Source: an optimization exercise on an open RTL-to-GDS flow (aim: small area and a short achievable clock period). Production flows keep margins and buffers that such runs may drop. Only simulation tests tie the RTL to the original design; equivalence was not proved. No driver is modelled on the clock port, so clock power and skew are understated where the tree is cut down; a real chip needs a root buffer or a tree. No activity file was given, so power comes from the tool's default toggle rates.

birch:
## Base_Router
module Base_Router(  clk, reset,
							eastReqUpStr,  eastGntUpStr,  eastUpStrFull,  eastPacketIn,
							eastReqDnStr,  eastGntDnStr,  eastDnStrFull,  eastPacketOut,
							northReqUpStr, northGntUpStr, northUpStrFull, northPacketIn,
							northReqDnStr, northGntDnStr, northDnStrFull, northPacketOut,
							westReqUpStr,  westGntUpStr , westUpStrFull,  westPacketIn,
							westReqDnStr,  westGntDnStr,  westDnStrFull,  westPacketOut,
							southReqUpStr, southGntUpStr, southUpStrFull, southPacketIn,
							southReqDnStr, southGntDnStr, southDnStrFull, southPacketOut,
							localReqUpStr, localGntUpStr, localUpStrFull, localPacketIn,
							localReqDnStr, localGntDnStr, localDnStrFull, localPacketOut);
parameter routerID     	= 6'b000_000; 
parameter routerNo 		= 5'b00001;
parameter packetwidth = 55;
parameter datawidth=25;
parameter addressWidth 	= 4;
  ...
Size in the first run: roughly 10000 cells after synthesis, roughly 5200 flip-flops.
==> flow/config.mk <==
export PLATFORM = sky130hd
export DESIGN_NAME = Base_Router
export DESIGN_NICKNAME = Base_Router
export VERILOG_FILES = /design/flow/design.v
export SDC_FILE = /design/flow/constraint.sdc
export NUM_CORES = 8
export LEC_CHECK = 0
export CAP_MARGIN = 50
export CORE_MARGIN = 2
export CORE_UTILIZATION = 65
export SETUP_SLACK_MARGIN = 2.8
export SLEW_MARGIN = 50
export TNS_END_PERCENT = 100
==> flow/constraint.sdc <==
create_clock -name core_clock -period 5.0 [get_ports {clk}]
set_input_delay 1.0000 -clock core_clock [delete_from_list [all_inputs] [get_ports {clk}]]
set_output_delay 1.0000 -clock core_clock [all_outputs]
set_load 0.01 [all_outputs]
standard.sh (not shown) runs the stock make flow with config.mk's settings and CLKGATE_MAP_FILE= SYNTH_SCRIPT=/design/flow/synth_recipe.tcl, a recipe that flattens the netlist after the stock synthesis.
==> flow/flow/run.sh <==
#!/bin/bash
# Own layout flow: the standard ORFS flow (standard.sh), with
#  - output flip-flops (and the gates driving their D pins) placed in the rows
#    next to their output ports before global placement and held there while
#    the rest is placed (place_out_cells.tcl, unfix_out_cells.tcl), so the
#    clock-to-output paths are short;
#  - a balanced clock tree of inverters (clock_tree.tcl, via cts_hook.tcl) in
#    place of TritonCTS, for a shorter clock insertion delay;
#  - port buffers of a fixed type, free resizing, and timing repair by resizing
#    and buffering only (no gate cloning or load splitting).
# Each stage's full output goes to log_<stage>.txt in the work folder.
set -uo pipefail
W=$(pwd)
F=$W/flow
ARGS=(
  "PRE_GLOBAL_PLACE_TCL=$F/place_out_cells.tcl"
  "POST_GLOBAL_PLACE_TCL=$F/unfix_out_cells.tcl"
  "PRE_CTS_TCL=$F/cts_hook.tcl"
  "BUFFER_PORTS_ARGS=-buffer_cell sky130_fd_sc_hd__buf_2"
  "MATCH_CELL_FOOTPRINT=0"
  "SETUP_MOVE_SEQUENCE=unbuffer,sizeup,swap,buffer"
)
for stage in synth floorplan place cts route finish; do
  echo "=== $stage $(date)"
  if ! bash standard.sh "${ARGS[@]}" $stage > "$W/log_$stage.txt" 2>&1; then
    echo "stage $stage failed"; tail -30 "$W/log_$stage.txt"; exit 1
  fi
done
ls -la out/
Other scripts of this flow, unchanged in this note and not shown: flow/flow/clock_tree.tcl, flow/flow/cts_hook.tcl, flow/flow/place_out_cells.tcl, flow/flow/unfix_out_cells.tcl
The inputs of maple differ from those of birch as listed below.
Settings: changing SETUP_SLACK_MARGIN from 2.8 to 2.9.
--- outcome ---
When maple is measured against birch, its critical path data required time turns out 0.02 ns lower. Taking birch as the reference, in maple ratio of final minimum period to clock period has increased; final cell count has remained practically unchanged.
In every run of this note, the design's own scripts or RTL, not TritonCTS, make the clock network.

gamma:
Base_Router, a different RTL version from the one above (not shown whole).
Size in the first run: roughly 9700 cells after synthesis, about 5200 flip-flops, ~580 I/O pins, ~180000 um2 of cells after synthesis.
export LEC_CHECK = 0
export CAP_MARGIN = 20
export CORE_MARGIN = 2
export CORE_UTILIZATION = 65
export CTS_CLUSTER_DIAMETER = 80
export CTS_CLUSTER_SIZE = 24
export SETUP_SLACK_MARGIN = 2.5
export SLEW_MARGIN = 20
export TNS_END_PERCENT = 100
create_clock -name core_clock -period 5.0 [get_ports {clk}]
==> flow/flow/run.sh <==
#!/bin/bash
# Own layout flow: the standard ORFS flow (standard.sh), with
#  - output flip-flops pulled next to their output ports after global placement
#    (move_out_flops.tcl), so the clock-to-output paths are short;
#  - port buffers of a fixed type, free resizing, and timing repair aimed at the
#    worst paths only.
# Each stage's full output goes to log_<stage>.txt in the work folder.
set -uo pipefail
W=$(pwd)
F=$W/flow
ARGS=(
  "POST_GLOBAL_PLACE_TCL=$F/move_out_flops.tcl"
  "BUFFER_PORTS_ARGS=-buffer_cell sky130_fd_sc_hd__buf_2"
  "MATCH_CELL_FOOTPRINT=0"
)
for stage in synth floorplan place cts route finish; do
  echo "=== $stage $(date)"
  if ! bash standard.sh "${ARGS[@]}" $stage > "$W/log_$stage.txt" 2>&1; then
    echo "stage $stage failed"; tail -30 "$W/log_$stage.txt"; exit 1
  fi
done
ls -la out/
Other scripts of this flow, unchanged in this note and not shown: flow/flow/move_out_flops.tcl
gamma: all stages complete, timing, DRC and antenna checks passed
Setup changes, gamma to alpha
- changing CAP_MARGIN from 20 to 50
- changing SLEW_MARGIN from 20 to 50
### Flow results
alpha vs gamma on number of instances resized during post-cts repair: alpha is the higher one. Comparing alpha with gamma, the fraction of area in clock buffers and inverters came out essentially unchanged. The delay contributed by the slowest stage of the critical path reported for alpha is smaller than that of gamma by 0.14 ns. Going from gamma to alpha, post-detailed-routing wire length shrank slightly.

RTL: one of the versions met above, not the one the previous note started from.
For scale: roughly 10,000 cells after synthesis, ~5,200 flip-flops, ~580 I/O pins, about 180,000 um^2 of cells after synthesis.
Settings: LEC_CHECK=0, CAP_MARGIN=50, CORE_MARGIN=2, CORE_UTILIZATION=65, SETUP_SLACK_MARGIN=2.8, SLEW_MARGIN=50, TNS_END_PERCENT=100; clock period 5.0 ns.
==> flow/flow/run.sh <==
#!/bin/bash
# Own layout flow: the standard ORFS flow (standard.sh), with
#  - output flip-flops (and the gates driving their D pins) placed in the rows
#    next to their output ports before global placement and held there while
#    the rest is placed (place_out_cells.tcl, unfix_out_cells.tcl), so the
#    clock-to-output paths are short;
#  - a balanced clock tree of inverters (clock_tree.tcl, via cts_hook.tcl) in
#    place of TritonCTS, for a shorter clock insertion delay;
#  - port buffers of a fixed type, free resizing, and timing repair by resizing
#    and buffering only (no gate cloning or load splitting).
# Each stage's full output goes to log_<stage>.txt in the work folder.
set -uo pipefail
W=$(pwd)
F=$W/flow
ARGS=(
  "PRE_GLOBAL_PLACE_TCL=$F/place_out_cells.tcl"
  "POST_GLOBAL_PLACE_TCL=$F/unfix_out_cells.tcl"
  "PRE_CTS_TCL=$F/cts_hook.tcl"
  "BUFFER_PORTS_ARGS=-buffer_cell sky130_fd_sc_hd__buf_2"
  "MATCH_CELL_FOOTPRINT=0"
  "SETUP_MOVE_SEQUENCE=unbuffer,sizeup,swap,buffer"
)
for stage in synth floorplan place cts route finish; do
  echo "=== $stage $(date)"
  if ! bash standard.sh "${ARGS[@]}" $stage > "$W/log_$stage.txt" 2>&1; then
    echo "stage $stage failed"; tail -30 "$W/log_$stage.txt"; exit 1
  fi
done
ls -la out/
==> flow/flow/clock_tree.tcl <==
# Clock tree of inverters, built level by level from the flip-flops up by
# recursive bisection (compact groups of equal size), with an even number of
# inverting levels so every flip-flop sees the rising clock edge. Replaces
# TritonCTS in the cts step (see cts_hook.tcl).
namespace eval ctree {
  # per level, from the leaves up: {master max_fanout}
  variable levels {
    {sky130_fd_sc_hd__inv_8  16}
    {sky130_fd_sc_hd__inv_12  8}
    {sky130_fd_sc_hd__inv_16  5}
    {sky130_fd_sc_hd__inv_16 12}
  }
  variable prefix ctree
  variable use_bbox 1
}

proc ctree::bisect {items maxn} {
  if {[llength $items] <= $maxn} { return [list $items] }
  set xs [lmap it $items {lindex $it 0}]
  set ys [lmap it $items {lindex $it 1}]
  set dx [expr {[tcl::mathfunc::max {*}$xs] - [tcl::mathfunc::min {*}$xs]}]
  set dy [expr {[tcl::mathfunc::max {*}$ys] - [tcl::mathfunc::min {*}$ys]}]
  set idx [expr {$dx >= $dy ? 0 : 1}]
  set sorted [lsort -integer -index $idx $items]
  set n [llength $sorted]
  set groups [expr {($n + $maxn - 1) / $maxn}]
  set left [expr {int(round(double($n) * ($groups / 2) / $groups))}]
  if {$left < 1} { set left 1 }
  return [concat [ctree::bisect [lrange $sorted 0 [expr {$left - 1}]] $maxn] \
                 [ctree::bisect [lrange $sorted $left end] $maxn]]
}

proc ctree::bboxcenter {grp} {
  set xs [lmap it $grp {lindex $it 0}]
  set ys [lmap it $grp {lindex $it 1}]
  return [list [expr {([tcl::mathfunc::min {*}$xs] + [tcl::mathfunc::max {*}$xs]) / 2}] \
               [expr {([tcl::mathfunc::min {*}$ys] + [tcl::mathfunc::max {*}$ys]) / 2}]]
}

proc ctree::centroid {grp} {
  set sx 0; set sy 0
  foreach it $grp { set sx [expr {$sx + [lindex $it 0]}]; set sy [expr {$sy + [lindex $it 1]}] }
  set n [llength $grp]
  return [list [expr {$sx / $n}] [expr {$sy / $n}]]
}

proc ctree::make_inv {block master name x y} {
  set inst [odb::dbInst_create $block $master $name]
  set w [$master getWidth]; set h [$master getHeight]
  $inst setLocation [expr {int($x - $w / 2)}] [expr {int($y - $h / 2)}]
  $inst setPlacementStatus PLACED
  set net [odb::dbNet_create $block "${name}_n"]
  $net setSigType CLOCK
  set out ""; set in ""
  foreach it [$inst getITerms] {
    if {[$it isOutputSignal]} { set out $it } elseif {[$it isInputSignal]} { set in $it }
  }
  $out connect $net
  return [list $inst $net $in]
}

proc ctree::build {clkname} {
  variable levels; variable prefix
  set db [ord::get_db]
  set block [ord::get_db_block]
  set clk [$block findNet $clkname]
  $clk setSigType CLOCK
  set items {}
  foreach it [$clk getITerms] {
    set bb [[$it getInst] getBBox]
    lappend items [list [expr {([$bb xMin] + [$bb xMax]) / 2}] [expr {([$bb yMin] + [$bb yMax]) / 2}] $it]
  }
  set nsinks [llength $items]
  foreach it $items { [lindex $it 2] disconnect }
  set lv 0
  set counts {}
  while {1} {
    if {$lv < [llength $levels]} { lassign [lindex $levels $lv] mname fo } else { lassign [lindex $levels end] mname fo }
    set master [$db findMaster $mname]
    set remaining_odd [expr {$lv % 2}]
    # the last level has a single inverter; stop when one group is left and the
    # number of levels built so far makes the polarity right
    set groups [ctree::bisect $items $fo]
    set next {}
    set k 0
    foreach grp $groups {
      if {$lv == 0 || !$ctree::use_bbox} { lassign [ctree::centroid $grp] cx cy } else { lassign [ctree::bboxcenter $grp] cx cy }
      lassign [ctree::make_inv $block $master "${prefix}_${lv}_${k}" $cx $cy] inst net in
      foreach s $grp { [lindex $s 2] connect $net }
      lappend next [list $cx $cy $in]
      incr k
    }
    lappend counts $k
    incr lv
    set items $next
    if {[llength $items] == 1 && $lv % 2 == 0} break
  }
  [lindex $items 0 2] connect $clk
  puts "ctree: $nsinks sinks, $lv inverter levels, inverters per level (leaf first): $counts"
}
Other scripts of this flow, unchanged in this note and not shown: flow/flow/cts_hook.tcl, flow/flow/place_out_cells.tcl, flow/flow/unfix_out_cells.tcl
Then changed:
--- a/flow/flow/clock_tree.tcl
+++ b/flow/flow/clock_tree.tcl
@@ -8,2 +8,2 @@
-    {sky130_fd_sc_hd__inv_8  16}
-    {sky130_fd_sc_hd__inv_12  8}
+    {sky130_fd_sc_hd__inv_12 20}
+    {sky130_fd_sc_hd__inv_12  6}
- CAP_MARGIN: 50 -> 40
- SLEW_MARGIN: 50 -> 40
=>
- The new run produced a clean layout
- power came out higher slightly
- clock skew went down by 0.018 ns
- area after synthesis does not change
- setup slack gets better by 0.028 ns
- final area hardly moves
- global-route usage hardly moves
No run of this note takes its clock network from TritonCTS; it comes from the design's own scripts or RTL.

==> port drivers added, routing unchanged <==
Ports are ideal in the flow. The routed layouts listed here were re-timed in OpenROAD. Step 1: set_driving_cell puts a clkbuf_16 on clk and a buf_2 on each other input, an assumption about the parent block. Step 2 times the ports against the registers' clock, not the clock port: input delays grow and output delays shrink by t, the midpoint of the rising clock arrivals with the driver on. Three values: ideal ports, drivers, drivers and shift; two values: the first two.
run | t (ns) | setup slack, ns | worst hold slack (ns) | cell pins on the clock port's net
birch | 0.774 | 2.797 / 2.658 / 2.468 | 0.229 / 0.174 / 0.415 | 1
maple | 0.775 | 2.786 / 2.676 / 2.410 | 0.238 / 0.185 / 0.417 | 1
gamma | 1.089 | 2.081 / 2.081 / 1.404 | 0.030 / -0.033 / 0.439 | 1
alpha | 1.069 | 2.444 / 2.355 / 1.622 | 0.141 / 0.090 / 0.442 | 1
the first run of note 3 | 0.753 | 2.733 / 2.660 / 2.454 | 0.246 / 0.199 / 0.398 | 1
the second run of note 3 | 0.780 | 2.760 / 2.643 / 2.410 | 0.253 / 0.200 / 0.421 | 1
After both steps setup and hold are still met in every run listed. The setup slack of alpha, which loses most, moves by -0.089 ns with the drivers and by -0.822 ns with both steps.
